Source: an optimization exercise on an open RTL-to-GDS flow (aim: small area). Production flows keep margins and buffers that such runs may drop. At most, simulation tests tie the RTL to the original design; equivalence was not proved. Power is estimated from default activity; no workload was simulated. The clock port is modelled as an ideal driver; clocking choices that lean on that would not hold on a real chip.

== run 2 ==
==> flow/design.v (excerpt) <==
module moving_average # (
    parameter integer in_bits = 16,
    parameter integer out_bits = 16,
    parameter integer log2_samples = 8
    )(
    input wire [in_bits-1:0] in_data,
    input wire clk,
    input wire rst,  
    output wire [out_bits-1:0] out_data
    );
==> module moving_average, before the edit <==
module moving_average # (
    parameter integer in_bits = 16,
    parameter integer out_bits = 16,
    parameter integer log2_samples = 8
    )(
    input wire [in_bits-1:0] in_data,
    input wire clk,
    input wire rst,  
    output wire [out_bits-1:0] out_data
    );
    localparam integer samples = 2**log2_samples;
    localparam integer reg_bits = in_bits+log2_samples;
    localparam integer depth = samples+1;    
    reg [depth*in_bits-1:0] line;
    reg [log2_samples:0] fill;
    reg [reg_bits-1:0] sum;
    wire [in_bits-1:0] newest = line[in_bits-1:0];
    wire [in_bits-1:0] oldest = line[depth*in_bits-1:(depth-1)*in_bits];
    wire sub_old = fill[log2_samples];
    wire [in_bits:0] da = {newest[in_bits-1], newest};
    wire [in_bits:0] db = ~({(in_bits+1){sub_old}} & {oldest[in_bits-1], oldest});
    wire [in_bits+1:0] dc;
    wire [in_bits:0] diff;
    assign dc[0] = 1'b1;
    genvar i;
    generate
    for (i = 0; i <= in_bits; i = i+1) begin : gen_diff
        assign diff[i] = da[i] ^ db[i] ^ dc[i];
        assign dc[i+1] = (da[i] & db[i]) | (dc[i] & (da[i] ^ db[i]));
    end
    endgenerate
    wire [reg_bits-1:0] sb = {{(reg_bits-in_bits-1){diff[in_bits]}}, diff};
    wire [reg_bits:0] sc;
    wire [reg_bits-1:0] next;
    assign sc[0] = 1'b0;
    generate
    for (i = 0; i < reg_bits; i = i+1) begin : gen_sum
        assign next[i] = sum[i] ^ sb[i] ^ sc[i];
        assign sc[i+1] = (sum[i] & sb[i]) | (sc[i] & (sum[i] ^ sb[i]));
    end
    endgenerate
    always @(posedge clk) begin
        line[depth*in_bits-1:in_bits] <= line[(depth-1)*in_bits-1:0];
        line[in_bits-1:0] <= rst ? {in_bits{1'b0}} : in_data;
    end
    always @(posedge clk) begin
        if (rst) begin
            fill <= {(log2_samples+1){1'b0}};
            sum <= {reg_bits{1'b0}};
        end
        else begin
            fill[log2_samples-1:0] <= fill[log2_samples-1:0] + 1'b1;
            if (&fill[log2_samples-1:0])
                fill[log2_samples] <= 1'b1;
            sum <= next;
        end
    end
    assign out_data = {sum[reg_bits-1], sum[reg_bits-3:reg_bits-out_bits-1]};
endmodule
make LEC_CHECK=0 CAP_MARGIN=20 CORE_MARGIN=2 CORE_UTILIZATION=50 CTS_CLUSTER_DIAMETER=100 CTS_CLUSTER_SIZE=32 SLEW_MARGIN=20 finish   # period 8.0 ns
run.sh (not shown) runs the stock make flow with config.mk's settings and CLKGATE_MAP_FILE= SYNTH_SCRIPT=/design/flow/synth_recipe.tcl, a recipe that flattens the netlist after the stock synthesis.
Run 2 completed end to end; final checks failed (negative setup slack).
[inputs] run 1 vs run 2
==> flow/design.v, changed modules only <==
module moving_average # (
    parameter integer in_bits = 16,
    parameter integer out_bits = 16,
    parameter integer log2_samples = 8
    )(
    input wire [in_bits-1:0] in_data,
    input wire clk,
    input wire rst,  
    output wire [out_bits-1:0] out_data
    );
    localparam integer samples = 2**log2_samples;
    localparam integer reg_bits = in_bits+log2_samples;
    localparam integer depth = samples+1;    
    reg [depth*in_bits-1:0] line;
    reg [log2_samples:0] fill;               
    reg [reg_bits-1:0] sum;
    wire [in_bits-1:0] newest = line[in_bits-1:0];
    wire [in_bits-1:0] oldest = line[depth*in_bits-1:(depth-1)*in_bits];
    wire add_new = |fill;
    wire sub_old = (fill == depth);
    wire [reg_bits-1:0] add_val = add_new ? {{log2_samples{newest[in_bits-1]}}, newest} : {reg_bits{1'b0}};
    wire [reg_bits-1:0] sub_val = sub_old ? {{log2_samples{oldest[in_bits-1]}}, oldest} : {reg_bits{1'b0}};
    always @(posedge clk) begin
        line <= {line[(depth-1)*in_bits-1:0], in_data};
    end
    always @(posedge clk) begin
        if (rst) begin
            fill <= {(log2_samples+1){1'b0}};
            sum <= {reg_bits{1'b0}};
        end
        else begin
            if (!sub_old)
                fill <= fill + 1'b1;
            sum <= sum + add_val - sub_val;
        end
    end
    assign out_data = {sum[reg_bits-1], sum[reg_bits-3:reg_bits-out_bits-1]};
endmodule
==> results.txt <==
- Summary of run 1 over run 2: combinational cell fraction of total power increased by 3.6 points relative to the old numbers; total global routing track utilization increased by 1.2 points relative to the old numbers; number of placed I/O pins was more or less identical.
- Going from run 2 to run 1, worst endpoint data arrival time saw a decrease, source-to-sink clock delay at the later pin of the worst-skew pair went up 0.04 ns, minimum setup slack among reg-to-reg paths has increased, post-route total power picked up an extra 0.0014 W.
- Of run 2 and run 1, the higher final-layout setup total negative slack belongs to run 1.
- Relative to run 2, the distinct cell type count of the synthesized netlist of run 1 is higher by 34.
- The final layout from run 1, which completed every stage, passed the timing, design-rule and antenna checks at the end of the flow.
- On run 1: post-route met1 wirelength is 3400 um higher than what run 2 gave.
- Total wirelength of the detailed-routed design was higher in the run labelled run 1.
- Compared with run 2, in run 1 non-filler instance count after layout now larger, leakage power of the design now larger, diode insertion count for antenna repair now larger.

* * *

moving_average, a different RTL version from the one above (not shown whole).
Size in the first run: about 4400 cells after synthesis, roughly 4100 flip-flops, ~34 I/O pins, roughly 85000 um2 of cells after synthesis.
==> module moving_average, before the edit <==
module moving_average # (
    parameter integer in_bits = 16,
    parameter integer out_bits = 16,
    parameter integer log2_samples = 8
    )(
    input wire [in_bits-1:0] in_data,
    input wire clk,
    input wire rst,  
    output wire [out_bits-1:0] out_data
    );
    localparam integer samples = 2**log2_samples;
    localparam integer reg_bits = in_bits+log2_samples;
    localparam integer depth = samples+1;    
    reg [depth*in_bits-1:0] line;
    reg [log2_samples:0] fill;
    reg [reg_bits-1:0] sum;
    wire [in_bits-1:0] newest = line[in_bits-1:0];
    wire [in_bits-1:0] oldest = line[depth*in_bits-1:(depth-1)*in_bits];
    wire sub_old = fill[log2_samples];
    wire [in_bits:0] da = {newest[in_bits-1], newest};
    wire [in_bits:0] db = ~({(in_bits+1){sub_old}} & {oldest[in_bits-1], oldest});
    wire [in_bits+1:0] dc;
    wire [in_bits:0] diff;
    assign dc[0] = 1'b1;
    genvar i;
    generate
    for (i = 0; i <= in_bits; i = i+1) begin : gen_diff
        assign diff[i] = da[i] ^ db[i] ^ dc[i];
        assign dc[i+1] = (da[i] & db[i]) | (dc[i] & (da[i] ^ db[i]));
    end
    endgenerate
    wire [in_bits+1:0] sc;
    wire [reg_bits-1:0] next;
    assign sc[0] = 1'b0;
    generate
    for (i = 0; i <= in_bits; i = i+1) begin : gen_sum
        assign next[i] = sum[i] ^ diff[i] ^ sc[i];
        assign sc[i+1] = (sum[i] & diff[i]) | (sc[i] & (sum[i] ^ diff[i]));
    end
    endgenerate
    localparam integer hi_bits = reg_bits-in_bits-1;
    wire [hi_bits-1:0] sum_hi = sum[reg_bits-1:in_bits+1];
    wire [hi_bits-1:0] hi_inc = sum_hi + 1'b1;
    wire [hi_bits-1:0] hi_dec = sum_hi - 1'b1;
    wire up = sc[in_bits+1] & ~diff[in_bits];
    wire down = ~sc[in_bits+1] & diff[in_bits];
    assign next[reg_bits-1:in_bits+1] = up ? hi_inc : down ? hi_dec : sum_hi;
    always @(posedge clk) begin
        line[depth*in_bits-1:in_bits] <= line[(depth-1)*in_bits-1:0];
        line[in_bits-1:0] <= rst ? {in_bits{1'b0}} : in_data;
    end
    always @(posedge clk) begin
        if (rst) begin
            fill <= {(log2_samples+1){1'b0}};
            sum <= {reg_bits{1'b0}};
        end
        else begin
            fill[log2_samples-1:0] <= fill[log2_samples-1:0] + 1'b1;
            if (&fill[log2_samples-1:0])
                fill[log2_samples] <= 1'b1;
            sum <= next;
        end
    end
    assign out_data = {sum[reg_bits-1], sum[reg_bits-3:reg_bits-out_bits-1]};
endmodule
make LEC_CHECK=0 CAP_MARGIN=20 CORE_MARGIN=2 CORE_UTILIZATION=50 CTS_CLUSTER_DIAMETER=100 CTS_CLUSTER_SIZE=32 SLEW_MARGIN=20 finish   # period 8.0 ns
The starting point finished but fails on negative setup slack.
Edit:
==> flow/design.v (replaced) <==
`timescale 1ns / 1ps
module moving_average # (
    parameter integer in_bits = 16,
    parameter integer out_bits = 16,
    parameter integer log2_samples = 8
    )(
    input wire [in_bits-1:0] in_data,
    input wire clk,
    input wire rst,  
    output wire [out_bits-1:0] out_data
    );
    localparam integer samples = 2**log2_samples;
    localparam integer reg_bits = in_bits+log2_samples;
    localparam integer depth = samples+1;    
    localparam integer cut = 8;              
    localparam integer hi_bits = reg_bits-in_bits-1;
    reg [depth*in_bits-1:0] line;
    reg [log2_samples:0] fill;
    reg [reg_bits-1:0] sum;
    reg p_diff, p_sum;                       
    wire [in_bits-1:0] newest = line[in_bits-1:0];
    wire [in_bits-1:0] oldest = line[depth*in_bits-1:(depth-1)*in_bits];
    wire sub_old = fill[log2_samples];
    wire [in_bits:0] da = {newest[in_bits-1], newest};
    wire [in_bits:0] db = ~({(in_bits+1){sub_old}} & {oldest[in_bits-1], oldest});
    wire [in_bits+1:0] dc;
    wire [in_bits:0] diff;
    wire [in_bits+1:0] sc;
    wire [reg_bits-1:0] next;
    assign dc[0] = 1'b1;
    assign sc[0] = 1'b0;
    genvar i;
    generate
    for (i = 0; i <= in_bits; i = i+1) begin : gen_add
        wire dci = (i == cut) ? p_diff : dc[i];
        wire sci = (i == cut) ? p_sum : sc[i];
        assign diff[i] = da[i] ^ db[i] ^ dci;
        assign dc[i+1] = (da[i] & db[i]) | (dci & (da[i] ^ db[i]));
        assign next[i] = sum[i] ^ diff[i] ^ sci;
        assign sc[i+1] = (sum[i] & diff[i]) | (sci & (sum[i] ^ diff[i]));
    end
    endgenerate
    wire [hi_bits-1:0] sum_hi = sum[reg_bits-1:in_bits+1];
    wire [hi_bits-1:0] hi_inc = sum_hi + 1'b1;
    wire [hi_bits-1:0] hi_dec = sum_hi - 1'b1;
    wire up = sc[in_bits+1] & ~diff[in_bits];
    wire down = ~sc[in_bits+1] & diff[in_bits];
    assign next[reg_bits-1:in_bits+1] = up ? hi_inc : down ? hi_dec : sum_hi;
    always @(posedge clk) begin
        line[depth*in_bits-1:in_bits] <= line[(depth-1)*in_bits-1:0];
        line[in_bits-1:0] <= rst ? {in_bits{1'b0}} : in_data;
    end
    always @(posedge clk) begin
        if (rst) begin
            fill <= {(log2_samples+1){1'b0}};
            sum <= {reg_bits{1'b0}};
            p_diff <= 1'b0;
            p_sum <= 1'b0;
        end
        else begin
            fill[log2_samples-1:0] <= fill[log2_samples-1:0] + 1'b1;
            if (&fill[log2_samples-1:0])
                fill[log2_samples] <= 1'b1;
            sum <= next;
            p_diff <= dc[cut];
            p_sum <= sc[cut];
        end
    end
    wire [reg_bits-cut-1:0] total_hi = sum[reg_bits-1:cut] + p_diff + p_sum;
    wire [reg_bits-1:0] total = {total_hi, sum[cut-1:0]};
    assign out_data = {total[reg_bits-1], total[reg_bits-3:reg_bits-out_bits-1]};
endmodule
=> Now the flow completed with no timing, DRC or antenna violations; register-to-register slack is better by 2000 ps; utilization is about the same; cell area is about the same; setup slack gets better by 2000 ps; wire length is lower by 3.0%; first-iteration DRC count is higher by 3.9%; non-clock buffer count falls by 9; clock-buffer cell count is higher by 5; area after synthesis stays flat; maximum frequency is higher by 33%.
Function not checked in the first run of this note: the RTL went through the layout flow alone.

==> re-timing with driven ports <==
Ports are ideal in the flow. The routed layouts listed here were re-timed in OpenROAD. Step 1 sets driving cells, clkbuf_16 on the clock port and buf_2 on the other inputs (assumed; they add their load-dependent delay and slew). Step 2 also shifts input and output timing later by t, the mid clock arrival at the registers, as if the neighbouring blocks saw the same clock. Three values: ideal, step 1, step 2; two values: the first two.
run | shift t [ns] | slack for setup (ns) | worst hold slack (ns) | worst setup path after step 2 | worst register clock-pin slew, ns
run 2 | 0.851 | -1.559 / -1.559 / -1.559 | 0.322 / 0.322 / 0.322 | register to register | 0.11 / 0.11
run 1 | 0.878 | 3.308 / 3.308 / 3.308 | 0.307 / 0.307 / 0.307 | register to register | 0.11 / 0.11
the first run of note 2 | 0.857 | -0.260 / -0.260 / -0.260 | 0.313 / 0.313 / 0.313 | register to register | 0.11 / 0.11
the second run of note 2 | 0.849 | 1.782 / 1.782 / 1.782 | 0.321 / 0.321 / 0.321 | register to register | 0.12 / 0.12
